Background: an optimization exercise with open tools, aiming at small area. Do not read the settings as production practice.
In this exercise RTL edits were held to simulation tests only and were not proved equivalent to the original.
Power is estimated from default activity; no workload was simulated.

Setup of run A:
==> flow/design.v <==
module battleship (
  input            clk  ,
  input            rst  ,
  input            start,
  input      [1:0] X    ,
  input      [1:0] Y    ,
  input            pAb  ,
  input            pBb  ,
  output reg [7:0] disp0,
  output reg [7:0] disp1,
  output reg [7:0] disp2,
  output reg [7:0] disp3,
  output reg [7:0] led
);
localparam [3:0] IDLE = 4'd0;
localparam [3:0] DISPLAY_A = 4'd8;
localparam [3:0] INPUT_A = 4'd2;
localparam [3:0] ERROR = 4'd10;
localparam [3:0] DISPLAY_B = 4'd9;
localparam [3:0] INPUT_B = 4'd3;
localparam [3:0] SHOW_SCORE = 4'd11;
localparam [3:0] SHOOT_A = 4'd4;
localparam [3:0] SINK_A = 4'd12;
localparam [3:0] WIN_A = 4'd14;
localparam [3:0] SHOOT_B = 4'd5;
localparam [3:0] SINK_B = 4'd13;
localparam [3:0] WIN_B = 4'd15;
localparam [3:0] OVRWIN_A = 4'd6;
localparam [3:0] OVRWIN_B = 4'd7;
localparam [7:0] D0 = 8'b00111111, D1 = 8'b00000110, D2 = 8'b01011011, D4 = 8'b01100110;
function [7:0] dig;
  input [1:0] v;
  dig = {1'b0, v[1], ~v[1] & ~v[0], ~v[0], v[1] | ~v[0], ~v[1] | v[0], 1'b1, v[1] | ~v[0]};
endfunction
reg  [3:0]  st;
reg  [15:0] mA, mB;    
reg  [1:0]  sA, sB;    
reg  [1:0]  XQ, YQ;    
reg         Z;         
reg         oa, ob;    
reg         lw;        
reg  [1:0]  ch;        
wire [5:0] cnt = {ch, YQ, XQ};
reg         btn;       
wire bA = btn, bB = btn;
wire s_IDLE = st == IDLE;
wire s_DISPLAY_A = st == DISPLAY_A;
wire s_INPUT_A = st == INPUT_A;
wire s_ERROR = st == ERROR;
wire s_DISPLAY_B = st == DISPLAY_B;
wire s_INPUT_B = st == INPUT_B;
wire s_SHOW_SCORE = st == SHOW_SCORE;
wire s_SHOOT_A = st == SHOOT_A;
wire s_SINK_A = st == SINK_A;
wire s_WIN_A = st == WIN_A;
wire s_SHOOT_B = st == SHOOT_B;
wire s_SINK_B = st == SINK_B;
wire s_WIN_B = st == WIN_B;
wire s_OVRWIN_A = st == OVRWIN_A;
wire s_OVRWIN_B = st == OVRWIN_B;
wire timed = s_DISPLAY_A | s_DISPLAY_B | s_ERROR | s_SHOW_SCORE | s_SINK_A | s_SINK_B | s_WIN_A | s_WIN_B;
wire t49 = cnt[0] & ~cnt[1] & ~cnt[2] & cnt[3] & ~cnt[5];
wire [5:0] cnt_inc = {cnt[4:0], ~(cnt[5] ^ cnt[4])};
wire run = timed & ~t49;
wire errB = sA == 2'd0;    
wire winA = Z & (sA == 2'd0);
wire winB = Z & (sB == 2'd0);
wire rd;
reg [3:0] nst;
always @(*) begin
  nst = st;
  case (st)
    IDLE:       if (start) nst = DISPLAY_A;
    DISPLAY_A:  if (t49) nst = INPUT_A;
    INPUT_A:    if (bA) begin
                  if (rd) nst = ERROR;
                  else if (sA == 2'd3) nst = lw ? SHOW_SCORE : DISPLAY_B;
                end
    ERROR:      if (t49) nst = errB ? INPUT_B : INPUT_A;
    DISPLAY_B:  if (t49) nst = INPUT_B;
    INPUT_B:    if (bB) begin
                  if (rd) nst = ERROR;
                  else if (sB == 2'd3) nst = lw ? DISPLAY_A : SHOW_SCORE;
                end
    SHOW_SCORE: if (t49) nst = lw ? SHOOT_B : SHOOT_A;
    SHOOT_A:    if (bA) nst = SINK_A;
    SINK_A:     if (t49) nst = winA ? WIN_A : SHOOT_B;
    WIN_A:      if (t49) nst = oa ? OVRWIN_A : DISPLAY_A;
    SHOOT_B:    if (bB) nst = SINK_B;
    SINK_B:     if (t49) nst = winB ? WIN_B : SHOOT_A;
    WIN_B:      if (t49) nst = ob ? OVRWIN_B : DISPLAY_B;
    OVRWIN_A, OVRWIN_B: nst = st;
    default:    nst = 4'bxxxx;
  endcase
end
wire ntimed = (nst == DISPLAY_A) | (nst == DISPLAY_B) | (nst == ERROR) | (nst == SHOW_SCORE) | (nst == SINK_A) | (nst == SINK_B) | (nst == WIN_A) | (nst == WIN_B);
wire nsideb = (nst == INPUT_B) | (nst == SHOOT_B);
wire wrA = (bA & s_INPUT_A) | (bB & s_SHOOT_B);
wire wrB = (bB & s_INPUT_B) | (bA & s_SHOOT_A);
wire [3:0] col  = (4'd1 << XQ) | {4{s_DISPLAY_A | s_DISPLAY_B}};
wire [3:0] rowA = ((4'd1 << YQ) & {4{wrA}}) | {4{s_DISPLAY_A}};
wire [3:0] rowB = ((4'd1 << YQ) & {4{wrB}}) | {4{s_DISPLAY_B}};
wire [15:0] wdA, wdB;
genvar gi;
generate for (gi = 0; gi < 16; gi = gi + 1) begin : g_we
  assign wdA[gi] = rowA[gi/4] & col[gi%4];
  assign wdB[gi] = rowB[gi/4] & col[gi%4];
end endgenerate
assign rd = |(mA & wdA) | |(mB & wdB);
wire incA = bA & ((s_INPUT_A & ~rd) | (s_SHOOT_A & rd));
wire incB = bB & ((s_INPUT_B & ~rd) | (s_SHOOT_B & rd));
wire clrS = s_DISPLAY_A | s_DISPLAY_B;
integer i;
always @(posedge clk) begin
  if (run)         {ch, YQ, XQ} <= cnt_inc;
  else if (ntimed) {ch, YQ, XQ} <= 6'd0;
  else begin       ch <= 2'd0; YQ <= Y; XQ <= X; end
  btn <= nsideb ? pBb : pAb;
  for (i = 0; i < 16; i = i + 1) begin
    if (wdA[i]) mA[i] <= s_INPUT_A;
    if (wdB[i]) mB[i] <= s_INPUT_B;
  end
  if (clrS) sA <= 2'd0; else if (incA) sA <= sA + 2'd1;
  if (clrS) sB <= 2'd0; else if (incB) sB <= sB + 2'd1;
  if ((s_SHOOT_A & bA) | (s_SHOOT_B & bB)) Z <= rd;
  if (rst) begin
    st <= IDLE;
    oa <= 1'b0;
    ob <= 1'b0;
    lw <= 1'b0;
  end else begin
    st <= nst;
    if (s_WIN_A & t49 & ~oa) begin oa <= 1'b1; lw <= 1'b0; end
    if (s_WIN_B & t49 & ~ob) begin ob <= 1'b1; lw <= 1'b1; end
  end
end
wire d_xy   = s_INPUT_A | s_SHOOT_A | s_INPUT_B | s_SHOOT_B;
wire d_sink = s_SINK_A | s_SINK_B;
wire d_wa   = s_WIN_A | s_OVRWIN_A;
wire d_wb   = s_WIN_B | s_OVRWIN_B;
wire d_num  = d_xy | d_sink | d_wa | d_wb | s_SHOW_SCORE;
wire [1:0] v0 = d_xy ? YQ : d_sink ? sB : d_wa ? {1'b0, ob} : d_wb ? {ob, ~ob} : 2'd0;
wire [1:0] v2 = d_sink ? sA : d_wa ? {oa, ~oa} : d_wb ? {1'b0, oa} : 2'd0;
wire four0 = s_SINK_B & winB;
wire four2 = s_SINK_A & winA;
always @(*) begin
  disp3 = 8'h00;
  disp2 = 8'h00;
  disp1 = 8'h00;
  disp0 = 8'h00;
  led   = 8'h00;
  if (d_num) begin
    disp0 = four0 ? D4 : dig(v0);
    if (!d_xy) disp2 = four2 ? D4 : dig(v2);
    disp1 = d_xy ? dig(XQ) : 8'b01000000;
  end
  case (st)
    IDLE: begin
      disp3 = 8'b00000110; disp2 = 8'b01011110; disp1 = 8'b00111000; disp0 = 8'b01111001;
      led = 8'b10011001;
    end
    DISPLAY_A: disp3 = 8'b01110111;
    DISPLAY_B: begin disp3 = 8'b01111100; led = 8'b10011001; end
    ERROR: begin
      disp3 = 8'b01111001; disp2 = 8'b01010000; disp1 = 8'b01010000; disp0 = 8'b01011100;
      led = 8'b10011001;
    end
    SHOW_SCORE: led = 8'b10011001;
    INPUT_A, SHOOT_A: led = {2'b10, sA, sB, 2'b00};
    INPUT_B, SHOOT_B: led = {2'b00, sA, sB, 2'b01};
    SINK_A, SINK_B: led = {8{Z}};
    OVRWIN_A: begin disp3 = 8'b01110111; led = 8'b10101010; end
    OVRWIN_B: begin disp3 = 8'b01111100; led = 8'b10101010; end
    WIN_A, WIN_B: led = 8'b10101010;
    default: begin disp3 = 8'bxxxxxxxx; disp2 = 8'bxxxxxxxx; disp1 = 8'bxxxxxxxx; disp0 = 8'bxxxxxxxx; led = 8'bxxxxxxxx; end
  endcase
end
endmodule
export LEC_CHECK = 0
export ABC_AREA = 1
export CAP_MARGIN = 20
export CORE_MARGIN = 2
export CORE_UTILIZATION = 40
export SLEW_MARGIN = 20
create_clock -name core_clock -period 5.0 [get_ports {clk}]
standard.sh (not shown) runs the stock make flow with config.mk's settings and CLKGATE_MAP_FILE= SYNTH_SCRIPT=/design/flow/synth_recipe.tcl, a recipe that flattens the netlist after the stock synthesis.
==> flow/flow/run.sh <==
#!/bin/bash
# Layout flow: the standard synthesis, then an area-oriented re-mapping of the
# combinational logic (registers untouched), then the standard layout with
# minimum-size port buffers.
set -u
RES=$PWD/orfs/results/$FLOW_PLATFORM/battleship/base
bash standard.sh synth > 1_standard_synth.log 2>&1 || { echo "standard synth failed"; exit 1; }
cp "$RES/1_2_yosys.v" 1_2_yosys_standard.v
if yosys -c flow/remap.tcl > 2_remap_yosys.log 2>&1 && [ -s 1_2_yosys_remap.v ]; then
  cp 1_2_yosys_remap.v "$RES/1_2_yosys.v"
  rm -f "$RES/1_synth.odb" "$RES/1_synth.sdc"
else
  echo "remap failed, keeping the standard netlist"
fi
bash standard.sh "BUFFER_PORTS_ARGS=-buffer_cell sky130_fd_sc_hd__buf_1" "CTS_ARGS=-sink_clustering_enable -repair_clock_nets -dont_use_dummy_load" finish > 3_standard_layout.log 2>&1 || { echo "layout failed"; tail -20 3_standard_layout.log; exit 1; }
Other scripts of this flow, unchanged in this note and not shown: flow/flow/remap.tcl
Run A went all the way through synthesis, placement and routing and the layout is clean on timing, DRC and antenna.
The following lists how run B was set up differently from run A:
diff --git a/flow/flow/run.sh b/flow/flow/run.sh
--- a/flow/flow/run.sh
+++ b/flow/flow/run.sh
@@ -15 +15 @@
-bash standard.sh "BUFFER_PORTS_ARGS=-buffer_cell sky130_fd_sc_hd__buf_1" "CTS_ARGS=-sink_clustering_enable -repair_clock_nets -dont_use_dummy_load" finish > 3_standard_layout.log 2>&1 || { echo "layout failed"; tail -20 3_standard_layout.log; exit 1; }
+bash standard.sh "BUFFER_PORTS_ARGS=-buffer_cell sky130_fd_sc_hd__buf_1" "CTS_ARGS=-sink_clustering_enable -repair_clock_nets -dont_use_dummy_load -sink_clustering_size 30 -sink_clustering_max_diameter 500 -buf_list sky130_fd_sc_hd__clkbuf_8" finish > 3_standard_layout.log 2>&1 || { echo "layout failed"; tail -20 3_standard_layout.log; exit 1; }
Findings:
From run A to run B, number of hold-repair buffers added at the cts stage did not move at all. From run A to run B, flip-flop and latch count did not move at all. Between run B and run A, the number of global-route vias before repair does not differ in any meaningful way. Between run B and run A, the difference in count of cells along the worst register-to-register path is negligible. Run A -> run B: placeable core area delta 0, exact match. Run A -> run B: final total power delta 0, exact match.
The inputs of run C differ from those of run B as listed below.
diff --git a/flow/flow/run.sh b/flow/flow/run.sh
--- a/flow/flow/run.sh
+++ b/flow/flow/run.sh
@@ -15 +15 @@
-bash standard.sh "BUFFER_PORTS_ARGS=-buffer_cell sky130_fd_sc_hd__buf_1" "CTS_ARGS=-sink_clustering_enable -repair_clock_nets -dont_use_dummy_load -sink_clustering_size 30 -sink_clustering_max_diameter 500 -buf_list sky130_fd_sc_hd__clkbuf_8" finish > 3_standard_layout.log 2>&1 || { echo "layout failed"; tail -20 3_standard_layout.log; exit 1; }
+bash standard.sh "BUFFER_PORTS_ARGS=-buffer_cell sky130_fd_sc_hd__buf_1" "CTS_ARGS=-sink_clustering_enable -repair_clock_nets -dont_use_dummy_load -sink_clustering_size 60 -sink_clustering_max_diameter 500 -buf_list sky130_fd_sc_hd__clkbuf_16" finish > 3_standard_layout.log 2>&1 || { echo "layout failed"; tail -20 3_standard_layout.log; exit 1; }
--- outcome ---
- When run C is measured against run B, its number of global-route vias before repair turns out 17 lower.
- Power density over the cells, run C and run B: larger value in run C
- Changes observed in run C relative to run B: vias after detailed routing flat, inserted tap cell count held steady, worst hold slack has decreased, final instance area rose 56 µm², cell count after placement closely matched the old numbers.

static timing again, ports no longer ideal:
The results above use ideal ports. As a check the final layouts listed here were re-extracted and re-timed, cells and wires unchanged. Step 1 sets driving cells, clkbuf_16 on the clock port and buf_2 on the other inputs (assumed; they add their load-dependent delay and slew). Step 2 also shifts input and output timing later by t, the mid clock arrival at the registers, as if the neighbouring blocks saw the same clock. Slacks: ideal / step 1 / step 2; pairs: ideal / step 1.
run	t, ns	setup WS [ns]	slew at the worst register clock pin (ns)
run A	0.329	0.503 / 0.504 / 0.504	0.10 / 0.10
run B	0.329	0.503 / 0.504 / 0.504	0.10 / 0.10
run C	0.320	0.503 / 0.503 / 0.503	0.07 / 0.07
After both steps every run listed still meets setup and hold.
